Context: an optimization exercise on an open-source flow, tuned for small area. The choices shown serve that exercise and are no tape-out recipe.
Where RTL was checked, it was by simulation tests only, not by an equivalence proof against the original.
The RTL of runs 4 to 8 was laid out without a check of its function.
Power figures rest on the tool's default switching activity, not on a simulated workload.

[flow/config.mk]
export PLATFORM = sky130hd
export DESIGN_NAME = topModule
export DESIGN_NICKNAME = topModule
export VERILOG_FILES = /design/flow/design.v
export SDC_FILE = /design/flow/constraint.sdc
export NUM_CORES = 4
export LEC_CHECK = 0
export CAP_MARGIN = 20
export CORE_MARGIN = 2
export CORE_UTILIZATION = 40
export SLEW_MARGIN = 20
[flow/constraint.sdc]
create_clock -name core_clock -period 10.0 [get_ports {clk}]
set_input_delay 2.0000 -clock core_clock [delete_from_list [all_inputs] [get_ports {clk}]]
set_output_delay 2.0000 -clock core_clock [all_outputs]
set_load 0.01 [all_outputs]
[flow/design.v]
module topModule (
    input clk,
    input rst,
    input btnL,
    input [1:0] sw,
    input [3:0] JC_cols,
    input btnR,
    output audio_gain,
    output audio_shutdown,
    output audio_out,
    output reg [3:0] JC_rows,
    output [3:0] an,
    output reg [6:0] seg
);
    assign audio_shutdown = 1'b1;
    assign audio_gain = 1'b1;
    reg [5:0] c50;
    reg       k1;
    reg [2:0] d5;
    reg       dp;
    wire w50  = c50[5] & c50[4] & c50[0];       
    wire w100 = w50 & k1;                       
    wire tick = w100 & ~dp;                     
    wire ge25 = c50 >= 6'd25;
    wire k4 = ((d5 == 3'd1) & (k1 | ge25)) | ((d5 == 3'd2) & ~k1) |
              ((d5 == 3'd3) & k1 & ge25) | (d5 == 3'd4);
    always @(posedge clk) begin
        if (rst) begin
            c50 <= 0; k1 <= 0; d5 <= 0; dp <= 0;
        end else begin
            c50 <= w50 ? 6'd0 : c50 + 6'd1;
            if (w50) k1 <= ~k1;
            if (w100) begin
                d5 <= d5[2] ? 3'd0 : d5 + 3'd1;
                dp <= ~dp;
            end
        end
    end
    reg rl;
    always @(posedge clk) begin
        if (rst) rl <= 1'b1;
        else if (tick) rl <= 1'b0;
    end
    reg [1:0]  status;       
    reg [2:0]  ctr;          
    reg [2:0]  pctr;         
    reg [4:0]  db;
    reg        validPin;
    reg        play, fail;
    reg [2:0]  tp0, tp1, tp2, tp3;
    reg        tc;
    reg [3:0]  bl;
    reg        clean;
    reg [4:0]  led;
    reg        adj_set;
    reg [7:0]  cpH, cpL;     
    reg [7:0]  stH, stL;     
    reg [7:0]  lpH, lpL;     
    reg        accS, accL;   
    wire en = tick & (status != 2'd1);
    wire pressed = (JC_cols != 4'b1111);
    wire edge_ = ~db[4] & ~db[2] & ~db[1];      
    wire dbmax = ~db[3] & ~db[2] & ~db[0];      
    wire R0 = ~JC_rows[0] & JC_rows[1];
    wire R1 = ~JC_rows[1] & JC_rows[0];
    wire R2 = ~JC_rows[2] & JC_rows[0];
    wire R3 = ~JC_rows[3] & JC_rows[0];
    wire K0 = (JC_cols == 4'b1110);
    wire K1 = (JC_cols == 4'b1101);
    wire K2 = (JC_cols == 4'b1011);
    wire K3 = (JC_cols == 4'b0111);
    wire isdig = (R0 & K3) | ((R0 | R1 | R2) & (K0 | K1 | K2));
    wire isC = R3 & K2;
    wire isE = R2 & K3;
    wire isD = R3 & K3;
    wire [3:0] dv = {K2 & ~R0, K1 | (K2 & R0), (K0 & (R1 | R2)) | (K1 & R2) | (K2 & R0),
                     ((K0 | K2) & ~R1) | (K1 & R1)};
    wire kev = en & edge_;
    wire wr = kev & isdig & ~ctr[2];
    wire wr0 = wr & (ctr[1:0] == 2'd0);
    wire wr1 = wr & (ctr[1:0] == 2'd1);
    wire wr2 = wr & (ctr[1:0] == 2'd2);
    wire wr3 = wr & (ctr[1:0] == 2'd3);
    always @(posedge clk) begin
        if (rst) begin
            JC_rows <= 4'b0000;
            db <= 5'b01011;
            ctr <= 0;
            pctr <= 3'd7;
            validPin <= 0;
        end else begin
            if (en) begin
                db <= !pressed ? 5'b01011 : (dbmax ? db : {db[3:0], db[4] ^ db[1]});
                if (!pressed)
                    JC_rows <= {JC_rows[2] | ~JC_rows[3], JC_rows[1] | ~JC_rows[3],
                                JC_rows[0] | ~JC_rows[3], JC_rows[3]};
                pctr <= ctr;
                validPin <= edge_ & isE & ctr[2];
            end
            if (kev) begin
                if (isdig) begin
                    if (!ctr[2]) ctr <= ctr + 3'd1;
                end else if (isC | (isE & ctr[2])) ctr <= 0;
                else if (isD) ctr <= ctr - 3'd1;
            end
        end
    end
    wire [7:0] cpH_rot = {cpH[6:0], cpH[7] & ~rl};
    wire [7:0] cpL_rot = {cpL[6:0], cpL[7] & ~rl};
    wire [7:0] cpH_wr = {dv[2:0], dv[3], dv[2:0], dv[3]};   
    wire [7:0] wmH = {{3{wr0}}, wr1, {3{wr1}}, wr0};
    wire [7:0] wmL = {{3{wr2}}, wr3, {3{wr3}}, wr2};
    always @(posedge clk) begin
        cpH <= (wmH & cpH_wr) | (~wmH & cpH_rot);
        cpL <= (wmL & cpH_wr) | (~wmL & cpL_rot);
    end
    wire [2:0] rb = 3'd2 - c50[2:0];
    wire rs = rl & ~k1;
    wire kH = (8'h43 >> rb);
    wire kL = (8'h21 >> rb);
    wire ldS = adj_set;                                
    wire tz = ~|{tp0, tp1, tp2, tp3, tc};               
    wire ldL = play & fail & tz;                        
    always @(posedge clk) begin
        stH <= {stH[6:0], ldS ? cpH[7] : (rs ? kH : stH[7])};
        stL <= {stL[6:0], ldS ? cpL[7] : (rs ? kL : stL[7])};
        lpH <= {lpH[6:0], ldL ? cpH[7] : (lpH[7] & ~rl)};
        lpL <= {lpL[6:0], ldL ? cpL[7] : (lpL[7] & ~rl)};
    end
    wire eqS = (cpH[7] == stH[7]) & (cpL[7] == stL[7]);
    wire eqL = (cpH[7] == lpH[7]) & (cpL[7] == lpL[7]);
    always @(posedge clk) begin
        accS <= w50 | (accS & eqS);
        accL <= w50 | (accL & eqL);
    end
    wire match = accS & eqS;           
    wire newfail = ~(accL & eqL);
    wire tend = tp3[2] & tp1[0] & tp1[1] & tp1[2] & tp0[2];    
    wire start = tick & ~clean & (status == 2'd0) & validPin & (match | newfail);
    wire cin = (tick & play & ~tend) | tc;
    wire [3:0] tsum = {1'b0, tp3} + {3'b000, cin};
    always @(posedge clk) begin
        if (rst | start) begin
            tp0 <= 0; tp1 <= 0; tp2 <= 0; tp3 <= 0; tc <= 0;
        end else begin
            tp0 <= tsum[2:0]; tp1 <= tp0; tp2 <= tp1; tp3 <= tp2; tc <= tsum[3];
        end
    end
    always @(posedge clk) begin
        if (rst) begin
            status <= 0;
            play <= 0;
            fail <= 0;
            bl <= 0;
            clean <= 0;
        end else if (tick) begin
            if (play & tend) play <= 0;
            if (start) begin
                play <= 1;
                fail <= ~match;
            end
            if (clean)
                status <= 0;
            else begin
                case (status)
                    2'd0: if (validPin & match) status <= 1;
                    2'd1: if (sw[0]) status <= 2;
                    2'd2: if (validPin) status <= 0;
                    default: ;
                endcase
            end
            bl <= {bl[2:0], btnL};
            if (bl == 4'b1111) clean <= 1;
            else if (bl == 4'b0000) clean <= 0;
        end
    end
    assign audio_out = play & (fail ? k4 : k1);
    reg [1:0] slot;
    assign an = {~(rl | (slot == 2'd1)), ~(rl | (slot == 2'd2)),
                 ~(rl | (slot == 2'd3)), ~(rl | (slot == 2'd0))};
    reg [3:0] dig;
    always @(*) begin
        case (slot)
            2'd0: dig = cpH[7:4];
            2'd1: dig = cpH[3:0];
            2'd2: dig = cpL[7:4];
            default: dig = cpL[3:0];
        endcase
    end
    wire has  = (pctr > {1'b0, slot});    
    wire has0 = (pctr != 3'd0);
    wire isword = (status == 2'd1) | ((status == 2'd2) & adj_set) | ~has0;
    wire [1:0] wcode = {status[1], (status == 2'd0) | (status[1] & ~adj_set)};
    wire [4:0] nled = isword ? {1'b1, slot, wcode} : (has ? {1'b0, dig} : 5'b01111);
    always @(posedge clk) begin
        if (rst) begin
            slot <= 2'd0;
            led <= 0;
            adj_set <= 0;
        end else if (tick) begin
            if (status != 2'd2) adj_set <= 0;
            else if (validPin) adj_set <= 1;
            slot <= slot + 2'd1;
            led <= nled;
        end
    end
    always @(*) begin
        seg[6] = (led[3] & led[2]) | (led[3] & led[1]) | (~led[3] & ~led[2] & ~led[1] & led[0]) | (~led[4] & led[2] & ~led[1] & ~led[0]) | (led[4] & led[2] & led[1] & led[0]);
        seg[5] = ~((~led[4] & ~led[2]) | (~led[3] & ~led[1] & ~led[0]) | (~led[3] & led[1] & led[0]) | (led[4] & led[2] & ~led[1] & led[0]));
        seg[4] = (led[3] & led[1]) | (led[4] & led[3] & ~led[2]) | (led[4] & ~led[3] & led[2] & ~led[0]) | (~led[4] & ~led[2] & led[1] & ~led[0]) | (led[4] & ~led[2] & ~led[1] & led[0]);
        seg[3] = (led[3] & led[2] & led[1]) | (led[2] & ~led[1] & ~led[0]) | (led[4] & ~led[2] & led[1] & led[0]) | (~led[4] & led[2] & led[1] & led[0]) | (~led[4] & ~led[3] & ~led[2] & ~led[1] & led[0]);
        seg[2] = (~led[4] & led[0]) | (led[3] & led[2] & led[1]) | (~led[4] & led[2] & ~led[1]) | (led[3] & led[1] & led[0]) | (led[4] & ~led[3] & ~led[2] & led[1] & ~led[0]);
        seg[1] = (led[3] & led[2]) | (~led[4] & ~led[2] & led[1]) | (led[2] & led[1] & led[0]) | (led[3] & led[1] & led[0]) | (~led[4] & ~led[3] & ~led[2] & led[0]);
        seg[0] = (~led[3] & ~led[2] & ~led[1]) | (led[4] & led[3] & ~led[2] & led[0]) | (led[4] & led[3] & led[2] & led[1]) | (led[4] & ~led[3] & ~led[1] & led[0]) | (~led[4] & ~led[3] & led[2] & led[1] & led[0]);
    end
endmodule
[flow/flow/run.sh]
#!/bin/bash
# Own layout flow: the standard layout (standard.sh), with three changes:
#  - synthesis runs the standard flow's synthesis script (synth_recipe.tcl) unchanged, except that the final
#    ABC technology mapping uses flow/abc.script (area mapping, no buffering or upsizing)
#    instead of ORFS's speed script; registers and their names are not affected;
#  - buffer_ports puts a sky130_fd_sc_hd__buf_1 on every input and output port;
#  - clock tree synthesis uses clkbuf cells from CTS_BUFS and inserts no dummy loads.
# Each tool's output is in orfs/logs/; make's full output is in own_flow.log.
set -euo pipefail
W=$(pwd)
CTS_BUFS=${CTS_BUFS:-sky130_fd_sc_hd__clkbuf_4 sky130_fd_sc_hd__clkbuf_8}
CTS_EXTRA=${CTS_EXTRA:-}
{
  printf 'proc abc {args} {\n'
  printf '  set i [lsearch -exact $args -script]\n'
  printf '  if {$i >= 0} { lset args [expr {$i + 1}] {%s/flow/abc.script} }\n' "$W"
  printf '  puts "own flow: abc $args"\n'
  printf '  yosys abc {*}$args\n'
  printf '}\n'
  cat synth_recipe.tcl
} > own_synth.tcl
sed -E "s#SYNTH_SCRIPT=[^ ]*#SYNTH_SCRIPT=$W/own_synth.tcl#" standard.sh > own_standard.sh
grep -q "SYNTH_SCRIPT=$W/own_synth.tcl" own_standard.sh
export BUFFER_PORTS_ARGS="-buffer_cell sky130_fd_sc_hd__buf_1"
export CTS_ARGS="-sink_clustering_enable -repair_clock_nets -buf_list {$CTS_BUFS} -dont_use_dummy_load $CTS_EXTRA"
bash own_standard.sh > own_flow.log 2>&1
[flow/flow/abc.script]
strash
resyn2rs
dch -f
amap
topo
[flow/standard.sh]
#!/bin/bash
# synth_recipe.tcl (not shown) runs the flow's synth.tcl, then flattens the netlist and writes it again
# the make line also repeats each setting of config.mk as NAME=value (left out here)
make -C /OpenROAD-flow-scripts/flow DESIGN_CONFIG=/design/flow/config.mk WORK_HOME=/design/flow/orfs CLKGATE_MAP_FILE= SYNTH_SCRIPT=/design/flow/synth_recipe.tcl "${@:-finish}"
==> flow_summary_export.csv, run 1 <==
group,metric,value,unit
run_status,status,"did not finish",
run_status,lastStage,"synthesis (1_2_yosys)",
run_status,error,"ERROR: ABC script did not complete successfully",
logic_synthesis,yosysWarnings,1,
==> run 2: changes to the inputs <==
==> flow/flow/abc.script (replaced) <==
strash
&get -n
&st
&synch2
&put
dch
amap
topo
==> run 2 against run 1 <==
Net effect: now clean on timing, DRC and antenna.
==> flow_summary_export.csv, run 2 <==
group,metric,value,unit
run_status,status,"no timing/DRC/antenna violations",
logic_synthesis,yosysWarnings,1,
cells_and_area,drive_gt1_share,1.88,%
logic_synthesis,synth_most_common_cell,"dfxtp_1",
floorplanning,start_util,40.8,%
detailed_routing,drcViolationCount,0,
logic_synthesis,seq_area_frac_synth,49.1,%
setup_path,cp-start-kind,"flip-flop",
pwr,combPwrFrac,2.7,%
sta,tightest_slew,0.801,ns
cells_and_area,stdcell_area,0.00478,mm^2
detailed_routing,via_per_inst,5.14,
clock_network,clkLatencyLatePin,0.37,ns
cells_and_area,mostFrequentLayoutCells,"dfxtp_1 (108), nor2_1 (76), clkinv_1 (72)",
setup_path,crit_path_start,"c50[0]$_SDFF_PP0_",
worst_hold_path,hp-class,"reg -> reg",
cells_and_area,final_common_cell,"dfxtp_1",
setup_path,required,10.28,ns
pwr,max-vdd-ir-drop,0.0613,mV
cells_and_area,antenna_cells,0,
global_route,antenna_found_initial,0,
sta,period_share,47.2,%
logic_synthesis,synth_simple_gate_area_share,14.8,%
floorplanning,core_area,0.0108,mm^2
logic_synthesis,synthArstFlopShare,0,%
floorplanning,die_w,109,um
clock_network,cts_tree,"built",
logic_synthesis,synthAdderAreaFrac,7.96,%
pwr,pwr_density_cell,141,mW/mm^2
sta,rsz0062_at_grt,"false",
clock_network,cts_hold_buf,0,
cells_and_area,num-nets-final,573,
clock_network,clk_pin_slew,0.10,ns
sta,final_hold_viol_count,0,
global_route,grt_pass1_vias,3208,
setup_path,cp.arrival,5.00,ns
global_route,grt_overflow,0,
setup_path,rr_endpoint,"cpL[3]$_DFF_P_",
pwr,seq_power_share,66.4,%
setup_path,ff2ff_path_depth,11,
pwr,switchingPower,144,uW
detailed_routing,drt-initial-drc-count,180,
detailed_routing,wirelength,8700,um
detailed_routing,num_vias,3458,
logic_synthesis,synth_common_cells,"dfxtp_1 (108), nor2_1 (76), clkinv_1 (72), a21oi_1 (33), o21ai_0 (29)",
logic_synthesis,synth_top_family_by_area,"compound AO/OA/AOI/OAI gates",
placed_design,routabilityCongestion,0.896,
setup_path,worstPathMaxFanout,22,
logic_synthesis,synth_xor_area_share,0,%
setup_path,worstSetupEndpointType,"flip-flop",
floorplanning,fp-row-count,38,
clock_network,root_buffer,"clkbuf_8",
setup_path,crit_type,"reg -> reg",
sta,fmax,212,MHz
logic_synthesis,yosysTopAreaCell,"dfxtp_1",
run,drv_cap,0,
sta,tns,0,ns
global_route,grt_max_degree,31,
detailed_routing,wl_per_cell,12.9,um
sta,finalSetupViolCount,0,
setup_path,r2r-start,"c50[0]$_SDFF_PP0_",
detailed_routing,drtPass1Iterations,6,
logic_synthesis,syn-cell-area,0.00440,mm^2
detailed_routing,antenna_left,0,
floorplanning,die_area,0.0119,mm^2
logic_synthesis,synth_compound_gate_area_share,21.6,%
logic_synthesis,synth_edf_count,0,
clock_network,htreeDepth,3,
logic_synthesis,ys.flop_type,"dfxtp_1",
pwr,p_leak,1.74,nW
clock_network,post_cts_buffers,0,
placed_design,dpl_cell_area,0.00466,mm^2
logic_synthesis,synthMuxAreaShare,0,%
logic_synthesis,synth.area.top_cells,"dfxtp_1 (49%), ha_1 (8.0%), nor2_1 (6.5%)",
logic_synthesis,syn_inst,501,
clock_network,ctsLongestPathBuffers,2,
logic_synthesis,synth_seq_cells,108,
floorplanning,io_pins,28,
sta,clock_skew,0.0315,ns
setup_path,critPathCapture,"cpL[3]$_DFF_P_",
clock_network,cts_buffers,9,
pwr,swShare,21.3,%
clock_network,cts.sinks,108,
global_route,grtUsageTotal,15.5,%
global_route,grt_pass1_wl,14500,um
logic_synthesis,synth_top_area_share,49.1,%
logic_synthesis,avgSynthCellArea,8.79,um^2
pwr,internal_power,530,uW
cells_and_area,area_delta_synth_final,8.67,%
logic_synthesis,synth.distinct_cells,36,
placed_design,dpl.hpwl,6380,um
sta,slew_violations,0,
sta,max_slew_margin,46.4,%
placed_design,io_buffers,23,
clock_network,post_cts_resized,0,
setup_path,r2r_slack,5.28,ns
pwr,p_clk_share,30.8,%
floorplanning,dieHeight,109,um
sta,period_needed,4.72,ns
[run 2: per-layer routing]
layer	wire, um	vias to the layer above	global-route usage, %
met5	0	-	0
met4	143	0	8.24
met3	263	10	2.39
met2	3910	53	24.1
met1	4380	1574	20.6
li1	-	1821	-
[run 2: worst max-delay path, stage by stage (launching register included)]
cell and delay (ns):
dfxtp_1 0.48, nand3_1 0.23, nor2_1 0.28, clkinv_1 0.21
nor2_1 0.65, clkinv_1 0.74, nor2_1 0.60, nand4_1 0.23
or3_1 0.43, nor2b_1 0.36, clkinv_1 0.21, o22ai_1 0.19
[run 2: through the flow]
stage	util [%]	power, mW	std cells	hold slack, ns	setup slack (ns)
after floorplan	-	0.468	502	0.310	6.33
after global placement	43.2	0.475	664	0.312	5.30
after detailed placement	43.2	0.476	664	0.313	5.25
after CTS	44.3	0.683	673	0.329	5.18
after global routing	44.3	0.701	673	0.329	4.64
final	44.3	0.673	673	0.324	5.28
[run 2: logic make-up (layout without fill, tap and decap cells)]
group	after synthesis	after routing
fa+ha+maj	28	28
flops	108	108
simple gates	149	149
compound gates	141	141
other cells	1	2
buf+inv	74	105
[run 2: how the worst min path moves through the flow]
stage	from	end	cells past startpoint
after CTS	lpH[1]$_DFF_P_	lpH[2]$_DFF_P_	0
final	lpH[1]$_DFF_P_	lpH[2]$_DFF_P_	0
after floorplan	lpH[0]$_DFF_P_	lpH[1]$_DFF_P_	0
after detailed placement	stH[5]$_DFF_P_	stH[6]$_DFF_P_	0
after global routing	lpH[1]$_DFF_P_	lpH[2]$_DFF_P_	0
after global placement	lpH[0]$_DFF_P_	lpH[1]$_DFF_P_	0
[run 2: layout make-up]
class / instances / area (um^2)
Clock buffer: 9 / 124
Fill cell: 1063 / 6010
Inverter: 72 / 270
Multi-Input combinational cell: 320 / 1960
Sequential cell: 108 / 2160
Tap cell: 140 / 175
Timing Repair Buffer: 24 / 93.8
[run 2: power groups by stage]
| stage | Sequential [mW] | Combinational (mW) | Clock [mW] |
|---|---|---|---|
| 4_1_cts | 0.447 | 0.0187 | 0.217 |
| 5_1_grt | 0.449 | 0.0214 | 0.231 |
| 6_report | 0.447 | 0.0184 | 0.208 |
| 2_1_floorplan | 0.455 | 0.0120 | 0 |
| 3_3_place_gp | 0.457 | 0.0182 | 0 |
| 3_5_place_dp | 0.457 | 0.0186 | 0 |
==> run 3: changes to the inputs <==
==> flow/flow/abc.script (replaced) <==
strash
dch
amap
topo
==> run 3 against run 2 <==
Net effect: still clean on timing, DRC and antenna; first-iteration DRC count is 16% higher; hold slack worse by 0.041 ns; global-route usage is 0.31 points higher; sequential power hardly changed; largest power group unchanged; utilization is 0.072 points lower; count of clock-buffer cells in the layout stayed put; die area is 0.63% lower.
==> flow_summary_export.csv, run 3 <==
group,metric,value,unit
run_status,status,"no timing/DRC/antenna violations",
sta,finalSetupViolCount,0,
worst_hold_path,worstHoldPathCells,0,
sta,period_share,44.9,%
floorplanning,die_w,109,um
logic_synthesis,synthAdderAreaFrac,8.01,%
setup_path,worstSetupEndpointType,"flip-flop",
detailed_routing,top_layer_used,"met4",
clock_network,clk_pin_slew,0.11,ns
sta,fmax,223,MHz
logic_synthesis,syn_inst,493,
clock_network,clkLatencyLatePin,0.38,ns
cells_and_area,final_common_cell,"dfxtp_1",
setup_path,r2r_slack,5.51,ns
detailed_routing,wl_met3,350,um
logic_synthesis,yosysWarnings,1,
cells_and_area,num-nets-final,565,
global_route,antenna_found_initial,0,
worst_hold_path,hold-path-endpoint,"lpL[1]$_DFF_P_",
sta,max_slew_margin,40.8,%
placed_design,routabilityCongestion,0.865,
logic_synthesis,synth_top_family_by_area,"compound AO/OA/AOI/OAI gates",
clock_network,cts.sinks,108,
clock_network,post_cts_resized,0,
clock_network,cts_buffers,9,
logic_synthesis,avgSynthCellArea,8.87,um^2
clock_network,cts_hold_buf,0,
sta,whs,0.283,ns
sta,final_hold_viol_count,0,
setup_path,r2r-start,"c50[0]$_SDFF_PP0_",
pwr,max-vdd-ir-drop,0.0676,mV
sta,tightest_slew,0.885,ns
logic_synthesis,seq_area_frac_synth,49.4,%
global_route,grt_pass1_vias,3209,
floorplanning,fp-row-count,38,
setup_path,cp.arrival,4.71,ns
pwr,internal_power,530,uW
detailed_routing,routedLengthMet1,4210,um
pwr,pwr_density_cell,141,mW/mm^2
clock_network,cts_tree,"built",
setup_path,required,10.22,ns
floorplanning,core_area,0.0107,mm^2
setup_path,crit_type,"reg -> reg",
global_route,grtUsageTotal,15.8,%
placed_design,dpl.hpwl,6350,um
logic_synthesis,synth_edf_count,0,
setup_path,cp-start-kind,"flip-flop",
pwr,switchingPower,141,uW
detailed_routing,via_per_inst,5.27,
logic_synthesis,synthArstFlopShare,0,%
floorplanning,start_util,40.7,%
setup_path,rr_endpoint,"cpH[5]$_DFF_P_",
clock_network,root_buffer,"clkbuf_8",
logic_synthesis,synthMuxAreaShare,0,%
logic_synthesis,synth_top_area_share,49.4,%
floorplanning,io_pins,28,
clock_network,post_cts_buffers,0,
sta,clock_skew,0.0386,ns
logic_synthesis,synth_seq_cells,108,
detailed_routing,num_vias,3504,
detailed_routing,wl_per_cell,13.0,um
logic_synthesis,ys.flop_type,"dfxtp_1",
logic_synthesis,synth_compound_gate_area_share,20.9,%
pwr,seq_power_share,66.6,%
placed_design,io_buffers,23,
setup_path,ff2ff_path_depth,11,
logic_synthesis,synth_xor_area_share,0,%
detailed_routing,antenna_left,0,
pwr,combPwrFrac,2.7,%
global_route,grt_pass1_wl,14700,um
detailed_routing,drtPass1Iterations,7,
worst_hold_path,hp-class,"reg -> reg",
pwr,swShare,21.0,%
logic_synthesis,synth_simple_gate_area_share,15.6,%
logic_synthesis,synth_common_cells,"dfxtp_1 (108), clkinv_1 (66), nor2_1 (66), nand2_1 (37), o21ai_0 (32)",
detailed_routing,dr_wl_met2,3940,um
clock_network,ctsLongestPathBuffers,2,
clock_network,htreeDepth,3,
global_route,grt_max_degree,26,
pwr,p_leak,1.68,nW
run,drv_cap,0,
pwr,p_clk_share,30.7,%
cells_and_area,mostFrequentLayoutCells,"dfxtp_1 (108), clkinv_1 (66), nor2_1 (66)",
detailed_routing,wirelength,8630,um
logic_synthesis,yosysTopAreaCell,"dfxtp_1",
setup_path,worstPathMaxFanout,20,
sta,tns,0,ns
floorplanning,dieHeight,109,um
cells_and_area,antenna_cells,0,
sta,rsz0062_at_grt,"false",
cells_and_area,drive_gt1_share,1.90,%
sta,slew_violations,0,
logic_synthesis,syn-cell-area,0.00437,mm^2
worst_hold_path,hp-start,"lpL[0]$_DFF_P_",
logic_synthesis,synth_most_common_cell,"dfxtp_1",
floorplanning,die_area,0.0118,mm^2
logic_synthesis,synth.area.top_cells,"dfxtp_1 (49%), ha_1 (8.0%), clkinv_1 (5.7%)",
sta,period_needed,4.49,ns
logic_synthesis,synth.distinct_cells,40,
cells_and_area,area_delta_synth_final,8.72,%
global_route,grt_overflow,0,
detailed_routing,drt-initial-drc-count,208,
detailed_routing,drcViolationCount,0,
run 3: cell types whose count changed after synthesis, moves of 5 or more:
cell / delta
nand2_1: +11
o22ai_1: -6
a22oi_1: -5
a21oi_1: -7
clkinv_1: -6
nor2_1: -10
a211oi_1: +7
run 3: metrics by stage:
step,cell area (um^2),setup slack (ns),util [%],instances,power [mW]
2_1_floorplan,4380,5.93,-,494,0.468
3_3_place_gp,4630,5.48,43.1,656,0.475
3_5_place_dp,4630,5.41,43.1,656,0.476
4_1_cts,4760,5.48,44.3,665,0.680
5_1_grt,4760,5.10,44.3,665,0.702
6_report,4760,5.51,44.3,665,0.671
run 3: worst max-delay path by stage:
stage | end | slack, ns | start | cells after the start
2_1_floorplan | cpL[1]$_DFF_P_ | 5.93 | JC_cols[3] | 11
3_3_place_gp | cpH[5]$_DFF_P_ | 5.48 | JC_cols[1] | 12
3_5_place_dp | cpH[5]$_DFF_P_ | 5.41 | JC_cols[1] | 12
4_1_cts | cpH[5]$_DFF_P_ | 5.48 | c50[0]$_SDFF_PP0_ | 11
5_1_grt | cpH[6]$_DFF_P_ | 5.10 | c50[0]$_SDFF_PP0_ | 11
6_report | cpH[5]$_DFF_P_ | 5.51 | c50[0]$_SDFF_PP0_ | 11
run 3: power by group through the flow:
stage | clock [mW] | sequential [mW] | combinational, mW
5_1_grt | 0.233 | 0.449 | 0.0206
3_5_place_dp | 0 | 0.457 | 0.0184
3_3_place_gp | 0 | 0.457 | 0.0180
6_report | 0.206 | 0.447 | 0.0181
2_1_floorplan | 0 | 0.456 | 0.0126
4_1_cts | 0.213 | 0.448 | 0.0185
run 3: routing by layer:
metal | GRT usage [%] | vias up
met5 | 0 | -
met4 | 6.59 | 0
met3 | 2.95 | 13
met2 | 25.0 | 78
met1 | 21.1 | 1619
li1 | - | 1794
run 3: worst max-delay path, stage by stage (launching register included):
cell      delay [ns]
dfxtp_1         0.47
and3_1          0.29
nand2_1         0.18
nor2_1          0.72
clkinv_1        0.75
nor2_1          0.63
nand4_1         0.22
or3_1           0.47
nor2b_1         0.20
clkinv_1        0.22
nand2_1         0.12
o21ai_0         0.08
run 3: cells by family after synthesis:
kind of cell	Yosys count
buffers and inverters	68
other	1
adder cells (fa/ha/maj)	28
AND/OR/NAND/NOR	154
AO/OA/AOI/OAI	134
flip-flops	108
run 3: cell type report:
cell class / count / area (um^2)
fillers: 1083 / 5990
clock buffers: 9 / 124
inverters: 66 / 248
flip-flops and latches: 108 / 2160
repair buffers: 24 / 93.8
multi-input cells: 318 / 1950
well taps: 140 / 175
==> run 4: changes to the inputs <==
--- a/flow/design.v
+++ b/flow/design.v
@@ -50,5 +50,6 @@
     reg [2:0]  tp0, tp1, tp2, tp3;
     reg        tc;
-    reg [3:0]  bl;
+    reg        blv;          
+    reg [1:0]  blr;          
     reg        clean;
     reg [4:0]  led;
@@ -152,5 +153,6 @@
             play <= 0;
             fail <= 0;
-            bl <= 0;
+            blv <= 0;
+            blr <= 2'd3;
             clean <= 0;
         end else if (tick) begin
@@ -170,7 +172,10 @@
                 endcase
             end
-            bl <= {bl[2:0], btnL};
-            if (bl == 4'b1111) clean <= 1;
-            else if (bl == 4'b0000) clean <= 0;
+            if (btnL != blv) begin
+                blv <= btnL;
+                blr <= 2'd0;
+            end else if (blr != 2'd3)
+                blr <= blr + 2'd1;
+            if (blr == 2'd3) clean <= blv;    
         end
     end
@@ -191,5 +196,5 @@
     wire has0 = (pctr != 3'd0);
     wire isword = (status == 2'd1) | ((status == 2'd2) & adj_set) | ~has0;
-    wire [1:0] wcode = {status[1], (status == 2'd0) | (status[1] & ~adj_set)};
+    wire [1:0] wcode = {(status == 2'd0) | (status[1] & ~adj_set), status[1]};
     wire [4:0] nled = isword ? {1'b1, slot, wcode} : (has ? {1'b0, dig} : 5'b01111);
     always @(posedge clk) begin
@@ -206,11 +211,11 @@
     end
     always @(*) begin
-        seg[6] = (led[3] & led[2]) | (led[3] & led[1]) | (~led[3] & ~led[2] & ~led[1] & led[0]) | (~led[4] & led[2] & ~led[1] & ~led[0]) | (led[4] & led[2] & led[1] & led[0]);
-        seg[5] = ~((~led[4] & ~led[2]) | (~led[3] & ~led[1] & ~led[0]) | (~led[3] & led[1] & led[0]) | (led[4] & led[2] & ~led[1] & led[0]));
-        seg[4] = (led[3] & led[1]) | (led[4] & led[3] & ~led[2]) | (led[4] & ~led[3] & led[2] & ~led[0]) | (~led[4] & ~led[2] & led[1] & ~led[0]) | (led[4] & ~led[2] & ~led[1] & led[0]);
-        seg[3] = (led[3] & led[2] & led[1]) | (led[2] & ~led[1] & ~led[0]) | (led[4] & ~led[2] & led[1] & led[0]) | (~led[4] & led[2] & led[1] & led[0]) | (~led[4] & ~led[3] & ~led[2] & ~led[1] & led[0]);
-        seg[2] = (~led[4] & led[0]) | (led[3] & led[2] & led[1]) | (~led[4] & led[2] & ~led[1]) | (led[3] & led[1] & led[0]) | (led[4] & ~led[3] & ~led[2] & led[1] & ~led[0]);
+        seg[6] = (led[3] & led[2]) | (led[4] & led[3] & led[0]) | (~led[4] & led[2] & ~led[1] & ~led[0]) | (led[4] & led[2] & led[1] & led[0]) | (~led[4] & ~led[3] & ~led[2] & ~led[1] & led[0]) | (led[4] & ~led[3] & ~led[2] & led[1] & ~led[0]);
+        seg[5] = ~((~led[4] & ~led[2]) | (~led[3] & ~led[1] & ~led[0]) | (~led[3] & led[1] & led[0]) | (led[4] & led[2] & led[1] & ~led[0]));
+        seg[4] = (led[4] & led[3] & ~led[2]) | (led[3] & led[2] & led[0]) | (~led[2] & led[1] & ~led[0]) | (led[4] & ~led[3] & led[2] & ~led[1]);
+        seg[3] = (led[3] & led[2] & led[0]) | (led[2] & ~led[1] & ~led[0]) | (led[4] & ~led[2] & led[1] & led[0]) | (~led[4] & led[2] & led[1] & led[0]) | (~led[4] & ~led[3] & ~led[2] & ~led[1] & led[0]);
+        seg[2] = (~led[4] & led[0]) | (led[3] & led[2] & led[0]) | (~led[4] & led[2] & ~led[1]) | (led[3] & led[1] & led[0]) | (~led[3] & ~led[2] & ~led[1] & led[0]);
         seg[1] = (led[3] & led[2]) | (~led[4] & ~led[2] & led[1]) | (led[2] & led[1] & led[0]) | (led[3] & led[1] & led[0]) | (~led[4] & ~led[3] & ~led[2] & led[0]);
-        seg[0] = (~led[3] & ~led[2] & ~led[1]) | (led[4] & led[3] & ~led[2] & led[0]) | (led[4] & led[3] & led[2] & led[1]) | (led[4] & ~led[3] & ~led[1] & led[0]) | (~led[4] & ~led[3] & led[2] & led[1] & led[0]);
+        seg[0] = ~((led[4] & ~led[3] & led[0]) | (led[3] & ~led[2] & ~led[1]) | (~led[3] & led[2] & ~led[1]) | (~led[4] & ~led[2] & led[1]) | (led[3] & led[2] & ~led[0]) | (~led[4] & led[3]) | (~led[4] & led[2] & ~led[0]));
     end
 endmodule
==> run 4 against run 3 <==
Net effect: still clean on timing, DRC and antenna; total power decreased by 0.65%; via count rose by 0.46%; non-clock buffer count stayed put; count of clock-buffer cells in the layout unchanged; global-route usage increased by 0.52 points; first-iteration DRC count rose by 6.3%; clock skew is 0.0026 ns lower; critical path depth shrank 1; hold slack better by 0.033 ns.
==> flow_summary_export.csv, run 4 <==
group,metric,value,unit
logic_synthesis,synth_most_common_cell,"dfxtp_1",
global_route,antenna_found_initial,0,
cells_and_area,seq_area,0.00214,mm^2
pwr,swShare,21.1,%
global_route,grt_overflow,0,
setup_path,crit_type,"reg -> reg",
clock_network,ctsLongestPathBuffers,2,
logic_synthesis,synth.distinct_cells,40,
floorplanning,start_util,40.7,%
clock_network,htreeDepth,3,
setup_path,cpMaxStageDelayCell,"nor4_1",
setup_path,required,10.20,ns
cells_and_area,num-nets-final,572,
logic_synthesis,seq_area_frac_synth,48.9,%
sta,slew_violations,0,
sta,clock_skew,0.0361,ns
setup_path,r2r_slack,5.10,ns
sta,tns,0,ns
sta,period_share,49.0,%
cells_and_area,nFillCells,1081,
global_route,grt_max_degree,25,
cells_and_area,postLayoutCoreUtil,44.3,%
placed_design,routabilityCongestion,0.845,
logic_synthesis,synth_seq_cells,107,
pwr,switchingPower,141,uW
clock_network,cts_hold_buf,0,
run_status,status,"no timing/DRC/antenna violations",
setup_path,cp.arrival,5.10,ns
sta,tightest_slew,0.990,ns
floorplanning,die_w,109,um
setup_path,worstSetupEndpointType,"flip-flop",
pwr,max-vdd-ir-drop,0.0908,mV
logic_synthesis,yosysTopAreaCell,"dfxtp_1",
pwr,totalPowerFinal,667,uW
clock_network,clk_pin_slew,0.09,ns
placed_design,pre_cts_slack,5.19,ns
sta,finalSetupViolCount,0,
global_route,grtUsageTotal,16.3,%
setup_path,path_cells,"and3_1, nand2_1, nor2_1, clkinv_1, nor2_1, clkinv_1, nor4_1, nand4_1, nand2_1, o21ai_0",
detailed_routing,antenna_left,0,
pwr,p_leak,1.73,nW
cells_and_area,stdcell_area,0.00476,mm^2
clock_network,cts_buffers,9,
logic_synthesis,yosysWarnings,1,
detailed_routing,num_vias,3520,
setup_path,worstPathMaxFanout,18,
logic_synthesis,avgSynthCellArea,8.77,um^2
sta,max_slew_margin,33.4,%
detailed_routing,drtPass1Iterations,5,
detailed_routing,routedLengthMet1,4500,um
detailed_routing,dr_wl_met2,3850,um
placed_design,io_buffers,23,
floorplanning,die_area,0.0118,mm^2
clock_network,clkLatencyLatePin,0.36,ns
logic_synthesis,syn_inst,499,
cells_and_area,mostFrequentLayoutCells,"dfxtp_1 (107), nor2_1 (72), clkinv_1 (65)",
clock_network,post_cts_resized,0,
pwr,seq_power_share,66.5,%
worst_hold_path,hp-class,"reg -> reg",
placed_design,dpl.hpwl,6650,um
pwr,combPwrFrac,2.9,%
clock_network,root_buffer,"clkbuf_8",
run,drv_cap,0,
floorplanning,dieHeight,109,um
global_route,grt_pass1_vias,3335,
logic_synthesis,syn-cell-area,0.00438,mm^2
logic_synthesis,synth.area.top_cells,"dfxtp_1 (49%), ha_1 (8.3%), nor2_1 (6.2%)",
detailed_routing,drt-initial-drc-count,221,
floorplanning,core_area,0.0107,mm^2
sta,final_hold_viol_count,0,
pwr,p_clk_share,30.6,%
cells_and_area,final_common_cell,"dfxtp_1",
logic_synthesis,synth_common_cells,"dfxtp_1 (107), nor2_1 (72), clkinv_1 (65), nand2_1 (36), o21ai_0 (36)",
floorplanning,io_pins,28,
floorplanning,fp-row-count,38,
logic_synthesis,synth_edf_count,0,
detailed_routing,wl_met3,369,um
placed_design,dpl_cell_area,0.00464,mm^2
detailed_routing,via_per_inst,5.25,
placed_design,dp.cells,662,
setup_path,cp-start-kind,"flip-flop",
cells_and_area,drive_gt1_share,1.88,%
global_route,grt_pass1_wl,15200,um
cells_and_area,area_delta_synth_final,8.72,%
pwr,pwr_density_cell,140,mW/mm^2
sta,period_needed,4.90,ns
detailed_routing,drcViolationCount,0,
setup_path,cp_slowest_stage_delay,0.82,ns
logic_synthesis,ys.flop_type,"dfxtp_1",
logic_synthesis,synthArstFlopShare,0,%
cells_and_area,multi_input_area,0.00198,mm^2
clock_network,post_cts_buffers,0,
cells_and_area,layout.cells.non_filler,671,
sta,whs,0.316,ns
sta,setup_slack,5.10,ns
logic_synthesis,synth_top_area_share,48.9,%
detailed_routing,wirelength,8970,um
pwr,internal_power,526,uW
cells_and_area,antenna_cells,0,
detailed_routing,top_layer_used,"met4",
clock_network,cts_tree,"built",
clock_network,cts.sinks,107,
sta,fmax,204,MHz
detailed_routing,wl_per_cell,13.4,um
sta,rsz0062_at_grt,"false",
run 4: critical path: cells and delay by family (launching register included):
kind,cells,cell delay [ns]
AO/OA/AOI/OAI,1,0.12
buffers and inverters,2,1.01
flip-flops,1,0.47
AND/OR/NAND/NOR,7,3.17
run 4: logic make-up (layout without fill, tap and decap cells):
group                      count (synthesis)  in the layout  synth area share (%)
AOI/OAI and AO/OA                        136            136                  20.9
and+or+nand+nor                          159            159                  15.9
DFF                                      107            107                  48.9
other                                      1              2                0.0857
adders and majority gates                 29             29                  8.29
buffers and inverters                     67             98                  5.92
run 4: final timing paths:
check / from / endpoint / cells past startpoint
worst max register to register: c50[0]$_SDFF_PP0_ / cpH[1]$_DFF_P_ / 10
worst min register to register: stL[2]$_DFF_P_ / stL[3]$_DFF_P_ / 0
worst max-delay path: c50[0]$_SDFF_PP0_ / cpH[1]$_DFF_P_ / 10
worst min-delay path: stL[2]$_DFF_P_ / stL[3]$_DFF_P_ / 0
run 4: layout make-up:
class	count	area share, %
multi-input combinational	326	41.6
timing repair buffer	24	1.97
clock buffer	9	2.60
sequential	107	45.0
inverter	65	5.13
tap	140	3.68
run 4: routing by layer:
layer	global-route usage [%]	vias to the layer above
met5	0	-
met4	8.15	0
met3	3.17	20
met2	25.8	72
met1	21.3	1611
li1	-	1817
run 4: power groups by stage:
stage	clock network, mW	registers, mW	logic [mW]
global placement	0	0.453	0.0188
global route	0.225	0.445	0.0218
floorplan	0	0.452	0.0128
detailed placement	0	0.453	0.0193
finish	0.204	0.443	0.0193
CTS	0.211	0.444	0.0193
==> run 5: changes to the inputs <==
==> flow/flow/abc.script (replaced) <==
strash
dch
amap -A 0.9
topo
==> run 5 against run 4 <==
Net effect: still clean on timing, DRC and antenna; register-to-register slack got worse by 0.47 ns; critical path depth increased by 8; total power increased by 1.4%; hold slack improved by 0.014 ns; via count increased by 19%; sequential share of layout area decreased by 6.6 points; largest cell class unchanged.
==> flow_summary_export.csv, run 5 <==
group,metric,value,unit
run_status,status,"no timing/DRC/antenna violations",
sta,final_hold_viol_count,0,
placed_design,routabilityCongestion,0.852,
clock_network,clk_pin_slew,0.09,ns
setup_path,worstPathMaxFanout,16,
sta,slew_violations,0,
run,drv_cap,0,
logic_synthesis,synth.distinct_cells,16,
logic_synthesis,synth_seq_cells,107,
detailed_routing,drt-initial-drc-count,154,
cells_and_area,drive_gt1_share,1.28,%
setup_path,rr_endpoint,"cpH[0]$_DFF_P_",
global_route,antenna_found_initial,0,
cells_and_area,final_common_cell,"clkinv_1",
sta,fmax,186,MHz
setup_path,critPathCapture,"cpH[0]$_DFF_P_",
detailed_routing,drtPass1Iterations,4,
clock_network,root_buffer,"clkbuf_8",
logic_synthesis,synthMuxAreaShare,0,%
floorplanning,start_util,40.8,%
cells_and_area,area_delta_synth_final,8.19,%
floorplanning,die_area,0.0138,mm^2
logic_synthesis,synth_most_common_cell,"clkinv_1",
logic_synthesis,synth_edf_count,0,
floorplanning,core_area,0.0126,mm^2
sta,max_slew_margin,45.3,%
placed_design,dpl.hpwl,7370,um
logic_synthesis,synthAdderAreaFrac,7.05,%
clock_network,cts_hold_buf,0,
logic_synthesis,avgSynthCellArea,6.85,um^2
clock_network,htreeDepth,3,
sta,clock_skew,0.0156,ns
placed_design,dpl_cell_area,0.00545,mm^2
clock_network,post_cts_resized,0,
clock_network,cts_tree,"built",
placed_design,io_buffers,23,
logic_synthesis,synth_xor_area_share,0,%
cells_and_area,stdcell_area,0.00557,mm^2
detailed_routing,antenna_left,0,
clock_network,cts_buffers,9,
logic_synthesis,syn_inst,752,
global_route,grt_max_degree,32,
clock_network,ctsLongestPathBuffers,2,
setup_path,worstSetupEndpointType,"flip-flop",
logic_synthesis,synth_top_area_share,41.6,%
pwr,pwr_density_cell,121,mW/mm^2
global_route,grtUsageTotal,15.1,%
global_route,grt_pass1_wl,17000,um
logic_synthesis,syn-cell-area,0.00515,mm^2
clock_network,cts.sinks,107,
sta,whs,0.329,ns
logic_synthesis,synth_compound_gate_area_share,11.6,%
clock_network,post_cts_buffers,0,
sta,tns,0,ns
sta,finalSetupViolCount,0,
logic_synthesis,yosysTopAreaCell,"dfxtp_1",
logic_synthesis,synth_top_family_by_area,"buffers and inverters",
floorplanning,io_pins,28,
floorplanning,die_w,117,um
setup_path,cp-start-kind,"flip-flop",
cells_and_area,seq_area,0.00214,mm^2
logic_synthesis,synthArstFlopShare,0,%
logic_synthesis,ys.flop_type,"dfxtp_1",
floorplanning,dieHeight,117,um
pwr,max-vdd-ir-drop,0.0615,mV
worst_hold_path,hp-class,"reg -> reg",
detailed_routing,wl_per_cell,10.0,um
setup_path,cp.arrival,5.67,ns
cells_and_area,num-nets-final,825,
global_route,grt_pass1_vias,3828,
detailed_routing,via_per_inst,4.37,
setup_path,required,10.31,ns
logic_synthesis,synth.area.top_cells,"dfxtp_1 (42%), clkinv_1 (21%), nor2_1 (13%)",
detailed_routing,wirelength,9570,um
global_route,grt_overflow,0,
setup_path,crit_path_start,"c50[0]$_SDFF_PP0_",
logic_synthesis,synth_simple_gate_area_share,18.4,%
setup_path,crit_type,"reg -> reg",
logic_synthesis,yosysWarnings,1,
pwr,p_leak,1.97,nW
logic_synthesis,synth_common_cells,"clkinv_1 (287), nor2_1 (174), dfxtp_1 (107), nor3_1 (48), o21ai_0 (35)",
cells_and_area,antenna_cells,0,
setup_path,ff2ff_path_depth,18,
detailed_routing,num_vias,4178,
sta,period_needed,5.37,ns
cells_and_area,multi_input_area,0.00192,mm^2
sta,rsz0062_at_grt,"false",
sta,period_share,53.7,%
clock_network,clkLatencyLatePin,0.38,ns
cells_and_area,mostFrequentLayoutCells,"clkinv_1 (287), nor2_1 (174), dfxtp_1 (107)",
setup_path,r2r-start,"c50[0]$_SDFF_PP0_",
floorplanning,fp-row-count,41,
cells_and_area,nFillCells,1371,
sta,tightest_slew,0.817,ns
logic_synthesis,seq_area_frac_synth,41.6,%
setup_path,r2r_slack,4.63,ns
detailed_routing,drcViolationCount,0,
-- run 5: cells by family (layout without fill, tap and decap cells) --
logic type               count (synthesis)  count (layout)
AO/OA/AOI/OAI                           95              95
adder cells (fa/ha/maj)                 29              29
buffers and inverters                  289             320
flip-flops                             107             107
other                                    1               2
AND/OR/NAND/NOR                        231             231
-- run 5: per-stage QoR --
step                cells  util [%]  worst slack, ns  power [mW]
finish                956      44.2             4.63       0.676
global route          956      44.2             3.81       0.710
global placement      947      43.2             4.50       0.477
CTS                   956      44.2             4.45       0.689
floorplan             753         -             5.96       0.469
detailed placement    947      43.2             4.48       0.477
-- run 5: area by class of cell --
cell class              count  share of cell area (%)
clock buffers               9                    2.22
inverters                 287                    19.3
multi-input cells         357                    34.4
flip-flops and latches    107                    38.4
well taps                 172                    3.86
repair buffers             24                    1.68
-- run 5: worst min path at each step --
| stage | endpoint | slack (ns) | cells past startpoint | start |
|---|---|---|---|---|
| final | lpL[5]$_DFF_P_ | 0.33 | 0 | lpL[4]$_DFF_P_ |
| after global routing | stH[6]$_DFF_P_ | 0.34 | 0 | stH[5]$_DFF_P_ |
| after CTS | lpL[5]$_DFF_P_ | 0.33 | 0 | lpL[4]$_DFF_P_ |
| after detailed placement | stL[7]$_DFF_P_ | 0.31 | 0 | stL[6]$_DFF_P_ |
| after global placement | stL[4]$_DFF_P_ | 0.31 | 0 | stL[3]$_DFF_P_ |
| after floorplan | lpH[1]$_DFF_P_ | 0.31 | 0 | lpH[0]$_DFF_P_ |
-- run 5: power breakdown --
part	internal, mW	leakage (nW)	switching (mW)
Combinational	0.00731	1.03	0.0144
Clock	0.0810	0.0647	0.128
Sequential	0.440	0.867	0.00509
-- run 5: critical path: stages (launching register included) --
cell and delay [ns]:
dfxtp_1 0.46, clkinv_1 0.18, nor3_1 0.48, clkinv_1 0.13
nor2_1 0.30, clkinv_1 0.18, nor2_1 0.65, clkinv_1 0.61
nor2_1 0.54, clkinv_1 0.32, nor2_1 0.18, clkinv_1 0.11
nor2_1 0.12, clkinv_1 0.07, nor2_1 0.09, clkinv_1 0.13
nor2_1 0.32, clkinv_1 0.21, o21ai_0 0.20
-- run 5: routing by layer --
layer	up-vias	routed length (um)	track usage, %
met5	-	0	0
met4	0	116	4.14
met3	8	326	5.14
met2	39	4200	24.5
met1	1806	4920	19.2
li1	2325	-	-
==> run 6: changes to the inputs <==
==> flow/flow/abc.script (replaced) <==
strash
fraig
dch
amap
topo
==> run 6 against run 5 <==
Net effect: cell count fell by 30%; register-to-register slack better by 0.47 ns; maximum frequency increased by 9.6%; die area down 15%; count of clock-buffer cells in the layout unchanged; worst setup slack better by 0.47 ns; synthesized cell count is 34% lower; wire length shrank 6.3%; sequential power about the same; global-route usage up 1.2 points; total power shrank 1.4%; via count shrank 16%; largest power group unchanged; highest routed layer unchanged.
==> flow_summary_export.csv, run 6 <==
group,metric,value,unit
setup_path,required,10.20,ns
detailed_routing,antenna_left,0,
floorplanning,start_util,40.7,%
floorplanning,fp-row-count,38,
cells_and_area,num-nets-final,572,
cells_and_area,drive_gt1_share,1.88,%
setup_path,worstPathMaxFanout,18,
placed_design,routabilityCongestion,0.845,
logic_synthesis,synth_most_common_cell,"dfxtp_1",
logic_synthesis,synthAdderAreaFrac,8.29,%
logic_synthesis,ys.flop_type,"dfxtp_1",
pwr,combPwrFrac,2.9,%
sta,finalSetupViolCount,0,
pwr,max-vdd-ir-drop,0.0908,mV
sta,clock_skew,0.0361,ns
pwr,internal_power,526,uW
floorplanning,dieHeight,109,um
sta,period_share,49.0,%
sta,period_needed,4.90,ns
clock_network,ctsLongestPathBuffers,2,
logic_synthesis,synth_simple_gate_area_share,15.9,%
placed_design,pre_cts_slack,5.19,ns
cells_and_area,final_common_cell,"dfxtp_1",
detailed_routing,drcViolationCount,0,
setup_path,rr_endpoint,"cpH[1]$_DFF_P_",
cells_and_area,layout.cells.non_filler,671,
logic_synthesis,synth_top_area_share,48.9,%
run_status,status,"no timing/DRC/antenna violations",
logic_synthesis,avgSynthCellArea,8.77,um^2
pwr,seq_power_share,66.5,%
sta,fmax,204,MHz
clock_network,cts.sinks,107,
setup_path,cp-start-kind,"flip-flop",
placed_design,dpl.hpwl,6650,um
setup_path,worstSetupEndpointType,"flip-flop",
setup_path,ff2ff_path_depth,10,
logic_synthesis,yosysTopAreaCell,"dfxtp_1",
global_route,grt_pass1_vias,3335,
cells_and_area,area_delta_synth_final,8.72,%
detailed_routing,drt-initial-drc-count,221,
sta,max_slew_margin,33.4,%
detailed_routing,wl_per_cell,13.4,um
global_route,grt_overflow,0,
logic_synthesis,synthArstFlopShare,0,%
placed_design,io_buffers,23,
sta,setup_slack,5.10,ns
global_route,grt_max_degree,25,
logic_synthesis,seq_area_frac_synth,48.9,%
sta,tightest_slew,0.990,ns
worst_hold_path,hold-path-endpoint,"stL[3]$_DFF_P_",
clock_network,post_cts_buffers,0,
sta,final_hold_viol_count,0,
pwr,p_clk_share,30.6,%
cells_and_area,antenna_cells,0,
sta,whs,0.316,ns
clock_network,root_buffer,"clkbuf_8",
detailed_routing,drtPass1Iterations,5,
logic_synthesis,synth.area.top_cells,"dfxtp_1 (49%), ha_1 (8.3%), nor2_1 (6.2%)",
logic_synthesis,synth_seq_cells,107,
global_route,grtUsageTotal,16.3,%
logic_synthesis,synth_compound_gate_area_share,20.9,%
logic_synthesis,synth_edf_count,0,
sta,tns,0,ns
floorplanning,core_area,0.0107,mm^2
setup_path,cp.arrival,5.10,ns
logic_synthesis,synthMuxAreaShare,0,%
clock_network,cts_tree,"built",
setup_path,r2r_slack,5.10,ns
global_route,antenna_found_initial,0,
global_route,grt_pass1_wl,15200,um
logic_synthesis,syn-cell-area,0.00438,mm^2
setup_path,r2r-start,"c50[0]$_SDFF_PP0_",
logic_synthesis,syn_inst,499,
logic_synthesis,synth_common_cells,"dfxtp_1 (107), nor2_1 (72), clkinv_1 (65), nand2_1 (36), o21ai_0 (36)",
placed_design,dp.cells,662,
floorplanning,die_w,109,um
run,drv_cap,0,
pwr,swShare,21.1,%
detailed_routing,wirelength,8970,um
pwr,switchingPower,141,uW
setup_path,crit_type,"reg -> reg",
worst_hold_path,worstHoldPathCells,0,
clock_network,cts_buffers,9,
pwr,pwr_density_cell,140,mW/mm^2
logic_synthesis,yosysWarnings,1,
sta,rsz0062_at_grt,"false",
clock_network,post_cts_resized,0,
worst_hold_path,hp-class,"reg -> reg",
logic_synthesis,synth_top_family_by_area,"compound AO/OA/AOI/OAI gates",
floorplanning,die_area,0.0118,mm^2
pwr,p_leak,1.73,nW
logic_synthesis,synth.distinct_cells,40,
worst_hold_path,hp-start,"stL[2]$_DFF_P_",
clock_network,clk_pin_slew,0.09,ns
cells_and_area,mostFrequentLayoutCells,"dfxtp_1 (107), nor2_1 (72), clkinv_1 (65)",
clock_network,cts_hold_buf,0,
detailed_routing,num_vias,3520,
logic_synthesis,synth_xor_area_share,0,%
clock_network,htreeDepth,3,
sta,slew_violations,0,
detailed_routing,via_per_inst,5.25,
floorplanning,io_pins,28,
clock_network,clkLatencyLatePin,0.36,ns
## run 6: changes by cell type after synthesis, moves of 7 or more
cell	delta
nor3_1	-30
a211oi_1	+20
o22ai_1	-25
clkinv_1	-222
nor4_1	-8
nand2_1	+36
nand3_1	+7
nor2b_1	+10
a21oi_1	+25
nor2_1	-102
## run 6: cells by family (layout without fill, tap and decap cells)
| kind of cell | after synthesis | after routing |
|---|---|---|
| other | 1 | 2 |
| AND/OR/NAND/NOR | 159 | 159 |
| buffers and inverters | 67 | 98 |
| flip-flops | 107 | 107 |
| adder cells (fa/ha/maj) | 29 | 29 |
| AO/OA/AOI/OAI | 136 | 136 |
## run 6: cell type report
class	count	area [um^2]
clock buffers	9	124
fillers	1081	5990
inverters	65	244
multi-input cells	326	1980
flip-flops and latches	107	2140
well taps	140	175
repair buffers	24	93.8
## run 6: layer usage
layer  vias up  track usage [%]  wire length [um]
met5         -                0                 0
met4         0             8.15               244
met3        20             3.17               369
met2        72             25.8              3850
met1      1611             21.3              4500
li1       1817                -                 -
## run 6: critical path, cell delays in order (launching register included)
cell and delay [ns]:
dfxtp_1 0.47, and3_1 0.29, nand2_1 0.17, nor2_1 0.62
clkinv_1 0.68, nor2_1 0.59, clkinv_1 0.33, nor4_1 0.82
nand4_1 0.50, nand2_1 0.18, o21ai_0 0.12
## run 6: worst max path at each step
stage | cells after the start | startpoint | end | slack [ns]
floorplan | 9 | JC_cols[3] | ctr[0]$_SDFFE_PP0P_ | 6.14
global placement | 10 | c50[0]$_SDFF_PP0_ | cpH[5]$_DFF_P_ | 5.20
detailed placement | 10 | c50[0]$_SDFF_PP0_ | cpH[1]$_DFF_P_ | 5.19
CTS | 11 | c50[0]$_SDFF_PP0_ | ctr[0]$_SDFFE_PP0P_ | 5.18
global route | 10 | c50[0]$_SDFF_PP0_ | cpH[1]$_DFF_P_ | 4.46
finish | 10 | c50[0]$_SDFF_PP0_ | cpH[1]$_DFF_P_ | 5.10
## run 6: power groups by stage
stage | clock [mW] | combinational, mW | sequential, mW
after floorplan | 0 | 0.0128 | 0.452
after global placement | 0 | 0.0188 | 0.453
after detailed placement | 0 | 0.0193 | 0.453
after CTS | 0.211 | 0.0193 | 0.444
after global routing | 0.225 | 0.0218 | 0.445
final | 0.204 | 0.0193 | 0.443
## run 6: through the flow
| step | power [mW] | area, um^2 | util, % |
|---|---|---|---|
| after global placement | 0.472 | 4640 | 43.1 |
| after CTS | 0.674 | 4760 | 44.3 |
| final | 0.667 | 4760 | 44.3 |
| after detailed placement | 0.472 | 4640 | 43.1 |
| after floorplan | 0.464 | 4380 | - |
| after global routing | 0.692 | 4760 | 44.3 |
==> run 7: changes to the inputs <==
==> flow/flow/abc.script (replaced) <==
strash
dch
amap -m
topo
==> run 7 against run 6 <==
Net effect: still clean on timing, DRC and antenna; count of clock-buffer cells in the layout did not move; flip-flop and latch count did not move; synthesized cell count rose by 1.6%; critical endpoint is now cpL[3]$_DFF_P_; highest routed layer unchanged.
==> flow_summary_export.csv, run 7 <==
group,metric,value,unit
global_route,grt_max_degree,28,
logic_synthesis,synth_edf_count,0,
sta,tns,0,ns
detailed_routing,drt-initial-drc-count,181,
setup_path,cp-start-kind,"flip-flop",
cells_and_area,area_delta_synth_final,8.65,%
placed_design,pre_cts_slack,4.94,ns
sta,setup_slack,4.91,ns
worst_hold_path,hp-class,"reg -> reg",
cells_and_area,num-nets-final,580,
clock_network,clkLatencyLatePin,0.37,ns
setup_path,cp_common_cell,"clkinv_1",
placed_design,dpl.hpwl,6460,um
setup_path,cp.arrival,5.34,ns
logic_synthesis,ys.flop_type,"dfxtp_1",
logic_synthesis,synth_seq_cells,107,
logic_synthesis,synth_most_common_cell,"dfxtp_1",
setup_path,ff2ff_path_depth,11,
global_route,grtUsageTotal,15.8,%
detailed_routing,wl_per_cell,12.8,um
clock_network,clk_pin_slew,0.12,ns
sta,final_hold_viol_count,0,
floorplanning,io_pins,28,
detailed_routing,wirelength,8670,um
sta,tightest_slew,0.851,ns
placed_design,io_buffers,23,
sta,finalSetupViolCount,0,
cells_and_area,multi_input_area,0.00200,mm^2
floorplanning,fp-row-count,38,
detailed_routing,antenna_left,0,
logic_synthesis,yosysWarnings,1,
logic_synthesis,synth_common_cells,"dfxtp_1 (107), nor2_1 (88), clkinv_1 (68), ha_1 (29), nand2_1 (29)",
setup_path,worstPathMaxFanout,16,
clock_network,htreeDepth,3,
worst_hold_path,worstHoldPathCells,0,
floorplanning,die_w,109,um
global_route,grt_overflow,0,
run_status,status,"no timing/DRC/antenna violations",
cells_and_area,seq_area,0.00214,mm^2
global_route,grt_pass1_vias,3305,
cells_and_area,drive_gt1_share,1.86,%
cells_and_area,antenna_cells,0,
sta,clock_skew,0.0453,ns
global_route,antenna_found_initial,0,
cells_and_area,nFillCells,1085,
sta,rsz0062_at_grt,"false",
setup_path,cp_slowest_stage_delay,0.69,ns
floorplanning,core_area,0.0108,mm^2
setup_path,r2r_slack,4.91,ns
worst_hold_path,hold-path-endpoint,"lpL[5]$_DFF_P_",
pwr,max-vdd-ir-drop,0.0622,mV
clock_network,cts.sinks,107,
setup_path,rr_endpoint,"cpL[3]$_DFF_P_",
run,drv_cap,0,
global_route,grt_pass1_wl,14900,um
pwr,pwr_density_cell,138,mW/mm^2
logic_synthesis,seq_area_frac_synth,48.5,%
logic_synthesis,yosysTopAreaCell,"dfxtp_1",
sta,max_slew_margin,43.1,%
logic_synthesis,synth.area.top_cells,"dfxtp_1 (49%), ha_1 (8.2%), nor2_1 (7.5%)",
logic_synthesis,synthArstFlopShare,0,%
clock_network,post_cts_buffers,0,
clock_network,cts_hold_buf,0,
sta,period_needed,5.09,ns
floorplanning,start_util,40.9,%
detailed_routing,via_per_inst,5.25,
cells_and_area,final_common_cell,"dfxtp_1",
detailed_routing,num_vias,3568,
setup_path,worstSetupEndpointType,"flip-flop",
worst_hold_path,hp-start,"lpL[4]$_DFF_P_",
pwr,p_leak,1.71,nW
setup_path,crit_type,"reg -> reg",
clock_network,cts_buffers,9,
setup_path,required,10.26,ns
clock_network,post_cts_resized,0,
cells_and_area,mostFrequentLayoutCells,"dfxtp_1 (107), nor2_1 (88), clkinv_1 (68)",
logic_synthesis,avgSynthCellArea,8.70,um^2
setup_path,path_cells,"and3_1, nand2_1, nor2_1, clkinv_1, nor2_1, clkinv_1, or4_1, or3_1, nor2b_1, clkinv_1, o22ai_1",
setup_path,cpMaxStageDelayCell,"nor2_1",
sta,fmax,197,MHz
logic_synthesis,synth.distinct_cells,39,
clock_network,root_buffer,"clkbuf_8",
placed_design,routabilityCongestion,0.883,
floorplanning,die_area,0.0119,mm^2
clock_network,cts_tree,"built",
setup_path,r2r-start,"c50[0]$_SDFF_PP0_",
detailed_routing,drcViolationCount,0,
logic_synthesis,syn-cell-area,0.00441,mm^2
clock_network,ctsLongestPathBuffers,2,
sta,slew_violations,0,
cells_and_area,postLayoutCoreUtil,44.4,%
logic_synthesis,syn_inst,507,
logic_synthesis,synth_top_area_share,48.5,%
sta,period_share,50.9,%
floorplanning,dieHeight,109,um
detailed_routing,drtPass1Iterations,5,
[run 7: final cells by class]
type	count	area share, %
Timing Repair Buffer	24	1.96
Multi-Input combinational cell	331	41.8
Tap cell	140	3.65
Inverter	68	5.32
Sequential cell	107	44.7
Clock buffer	9	2.58
[run 7: per-layer routing]
layer	track usage, %	share of wire (%)	vias up	wire length (um)
met5	0	0	-	0
met4	7.88	2.8	0	244
met3	2.45	3.0	21	260
met2	24.8	43	78	3730
met1	21.3	51	1633	4430
li1	-	-	1836	-
[run 7: cell families after synthesis]
logic type	after synthesis	share of synthesized area, %
buffers and inverters	70	6.12
AND/OR/NAND/NOR	172	17.1
flip-flops	107	48.5
other	1	0.0850
AO/OA/AOI/OAI	128	19.9
adder cells (fa/ha/maj)	29	8.22
[run 7: how the worst max path moves through the flow]
stage / startpoint / to / cells past startpoint
after floorplan: JC_cols[3] / cpL[4]$_DFF_P_ / 10
after global placement: c50[0]$_SDFF_PP0_ / cpL[3]$_DFF_P_ / 11
after detailed placement: c50[0]$_SDFF_PP0_ / cpL[4]$_DFF_P_ / 11
after CTS: c50[0]$_SDFF_PP0_ / cpL[3]$_DFF_P_ / 11
after global routing: c50[0]$_SDFF_PP0_ / cpL[3]$_DFF_P_ / 11
final: c50[0]$_SDFF_PP0_ / cpL[3]$_DFF_P_ / 11
[run 7: power by group]
| group | leakage (nW) | total (mW) | internal, mW | switching, mW |
|---|---|---|---|---|
| combinational | 0.782 | 0.0188 | 0.00618 | 0.0126 |
| sequential | 0.867 | 0.443 | 0.438 | 0.00466 |
| clock | 0.0647 | 0.202 | 0.0811 | 0.121 |
[run 7: stage by stage]
stage	power (mW)	cells	cell area (um^2)	hold WS, ns
after floorplan	0.464	508	4420	0.310
after global placement	0.471	670	4670	0.312
after detailed placement	0.472	670	4670	0.312
after CTS	0.673	679	4790	0.311
after global routing	0.695	679	4790	0.317
final	0.664	679	4790	0.305
[run 7: worst max-delay path, delay by kind of cell, from the launching register on]
| family | cells | cell delay (ns) |
|---|---|---|
| DFF | 1 | 0.48 |
| and+or+nand+nor | 7 | 3.15 |
| AOI/OAI and AO/OA | 1 | 0.16 |
| buffers and inverters | 3 | 1.17 |
==> run 8: changes to the inputs <==
==> flow/flow/abc.script (replaced) <==
strash
dc2
dch
amap
topo
==> run 8 against run 7 <==
Net effect: critical path type unchanged; global-route usage grew 0.30 points; worst setup slack gained 0.28 ns; register-to-register slack gained 0.28 ns.
==> flow_summary_export.csv, run 8 <==
group,metric,value,unit
sta,fmax,208,MHz
setup_path,ff2ff_path_depth,12,
floorplanning,start_util,40.9,%
pwr,p_clk_share,30.7,%
global_route,met2_usage,26.9,%
sta,tightest_slew,0.894,ns
global_route,grt_pass1_wl,15200,um
placed_design,dpl_cell_area,0.00467,mm^2
logic_synthesis,avgSynthCellArea,8.80,um^2
cells_and_area,mostFrequentLayoutCells,"dfxtp_1 (107), nor2_1 (86), clkinv_1 (77)",
pwr,seq_power_share,66.4,%
setup_path,path_cells,"nand3_1, nor2_1, clkinv_1, nor2_1, clkinv_1, nor2_1, clkinv_1, nor4_1, o21ai_0, o21bai_1, o21ai_0, a21oi_1",
global_route,grt_busiest_layer,"met2",
pwr,pwr_density_cell,140,mW/mm^2
logic_synthesis,syn_inst,501,
floorplanning,dieHeight,109,um
setup_path,cp.arrival,5.04,ns
global_route,grt_pass1_vias,3306,
clock_network,clk_pin_slew,0.10,ns
sta,clock_skew,0.0188,ns
setup_path,worstSetupEndpointType,"flip-flop",
pwr,switchingPower,142,uW
cells_and_area,nFillCells,1090,
placed_design,dp.cells,664,
floorplanning,die_w,109,um
detailed_routing,drtPass1Iterations,4,
logic_synthesis,ys.flop_type,"dfxtp_1",
detailed_routing,num_vias,3558,
sta,slew_violations,0,
cells_and_area,layout.cells.non_filler,673,
clock_network,cts_tree,"built",
pwr,internal_power,528,uW
detailed_routing,wl_per_cell,13.3,um
clock_network,post_cts_resized,0,
logic_synthesis,synth_seq_cells,107,
clock_network,root_buffer,"clkbuf_8",
cells_and_area,final_common_cell,"dfxtp_1",
cells_and_area,num-nets-final,574,
clock_network,ctsLongestPathBuffers,2,
clock_network,cts_hold_buf,0,
logic_synthesis,synth.area.top_cells,"dfxtp_1 (49%), ha_1 (8.2%), nor2_1 (7.3%)",
global_route,met1_usage,20.7,%
clock_network,cts.sinks,107,
sta,whs,0.314,ns
global_route,grt.met3_usage,3.59,%
detailed_routing,drt-initial-drc-count,272,
setup_path,cp-start-kind,"flip-flop",
logic_synthesis,synth_common_cells,"dfxtp_1 (107), nor2_1 (86), clkinv_1 (77), ha_1 (29), a21oi_1 (27)",
global_route,grt_max_degree,27,
placed_design,routabilityCongestion,0.884,
detailed_routing,drcViolationCount,0,
cells_and_area,postLayoutCoreUtil,44.4,%
sta,period_share,48.1,%
cells_and_area,drive_gt1_share,1.88,%
worst_hold_path,hp-class,"reg -> reg",
sta,period_needed,4.81,ns
sta,final_hold_viol_count,0,
worst_hold_path,worstHoldPathCells,0,
floorplanning,core_area,0.0108,mm^2
placed_design,pre_cts_slack,5.13,ns
logic_synthesis,synth_most_common_cell,"dfxtp_1",
setup_path,worstPathMaxFanout,19,
clock_network,htreeDepth,3,
pwr,totalPowerFinal,670,uW
floorplanning,io_pins,28,
logic_synthesis,synthArstFlopShare,0,%
sta,finalSetupViolCount,0,
logic_synthesis,seq_area_frac_synth,48.6,%
sta,tns,0,ns
logic_synthesis,syn-cell-area,0.00441,mm^2
setup_path,required,10.24,ns
clock_network,cts_buffers,9,
pwr,max-vdd-ir-drop,0.0581,mV
cells_and_area,area_delta_synth_final,8.65,%
clock_network,clkLatencyLatePin,0.37,ns
placed_design,io_buffers,23,
clock_network,post_cts_buffers,0,
setup_path,cpMaxStageDelayCell,"nor4_1",
floorplanning,die_area,0.0119,mm^2
run_status,status,"no timing/DRC/antenna violations",
pwr,combPwrFrac,3.0,%
cells_and_area,antenna_cells,0,
logic_synthesis,yosysWarnings,1,
logic_synthesis,yosysTopAreaCell,"dfxtp_1",
setup_path,cp_slowest_stage_delay,0.76,ns
sta,rsz0062_at_grt,"false",
pwr,p_leak,1.76,nW
cells_and_area,stdcell_area,0.00479,mm^2
logic_synthesis,synth.distinct_cells,44,
global_route,antenna_found_initial,0,
detailed_routing,antenna_left,0,
sta,max_slew_margin,39.9,%
global_route,grtUsageTotal,16.1,%
global_route,grt_overflow,0,
run,drv_cap,0,
floorplanning,fp-row-count,38,
placed_design,dpl.hpwl,6630,um
pwr,swShare,21.2,%
detailed_routing,via_per_inst,5.29,
detailed_routing,wirelength,8950,um
setup_path,crit_type,"reg -> reg",
logic_synthesis,synth_edf_count,0,
sta,setup_slack,5.19,ns
logic_synthesis,synth_top_area_share,48.6,%
[run 8: logic make-up after synthesis]
kind of cell / count (synthesis) / synth area share, %
other cells: 1 / 0.0850
simple gates: 153 / 15.0
compound gates: 132 / 21.3
flops: 107 / 48.6
fa+ha+maj: 29 / 8.23
buf+inv: 79 / 6.90
[run 8: metal layers]
metal / share of wire [%] / vias to the layer above
met1: 49 / 1660
met4: 1.7 / 0
met3: 3.1 / 16
met5: 0 / -
met2: 47 / 62
li1: - / 1820
[run 8: worst max-delay path, delay by kind of cell (launching register included)]
family,cells,cell delay (ns)
compound gates,4,0.80
buf+inv,3,1.15
flops,1,0.49
simple gates,5,2.24
[run 8: layout make-up]
cell class / instances / area (um^2) / share of cell area, %
clock buffer: 9 / 124 / 2.59
inverter: 77 / 289 / 6.03
multi-input combinational: 316 / 1970 / 41.1
sequential: 107 / 2140 / 44.7
tap: 140 / 175 / 3.66
timing repair buffer: 24 / 93.8 / 1.96
[run 8: path summary, 6_finish.rpt]
| check | from | endpoint | slack [ns] |
|---|---|---|---|
| hold / removal | stH[3]$_DFF_P_ | stH[4]$_DFF_P_ | 0.31 |
| setup / recovery | c50[0]$_SDFF_PP0_ | ctr[0]$_SDFFE_PP0P_ | 5.19 |
| hold reg to reg | stH[3]$_DFF_P_ | stH[4]$_DFF_P_ | 0.31 |
| setup reg to reg | c50[0]$_SDFF_PP0_ | ctr[0]$_SDFFE_PP0P_ | 5.19 |
[run 8: power by group through the flow]
| stage | logic [mW] | registers [mW] | clock network (mW) |
|---|---|---|---|
| 3_5_place_dp | 0.0199 | 0.455 | 0 |
| 2_1_floorplan | 0.0130 | 0.453 | 0 |
| 5_1_grt | 0.0228 | 0.446 | 0.231 |
| 6_report | 0.0200 | 0.444 | 0.205 |
| 4_1_cts | 0.0201 | 0.445 | 0.216 |
| 3_3_place_gp | 0.0193 | 0.454 | 0 |

Setup slack of run 8, layout unchanged: 5.195 ns with ideal ports, 5.195 ns with driving cells assumed (clock clkbuf_16, inputs buf_2), 5.195 ns with port delays also shifted by the 0.388 ns mid clock arrival.
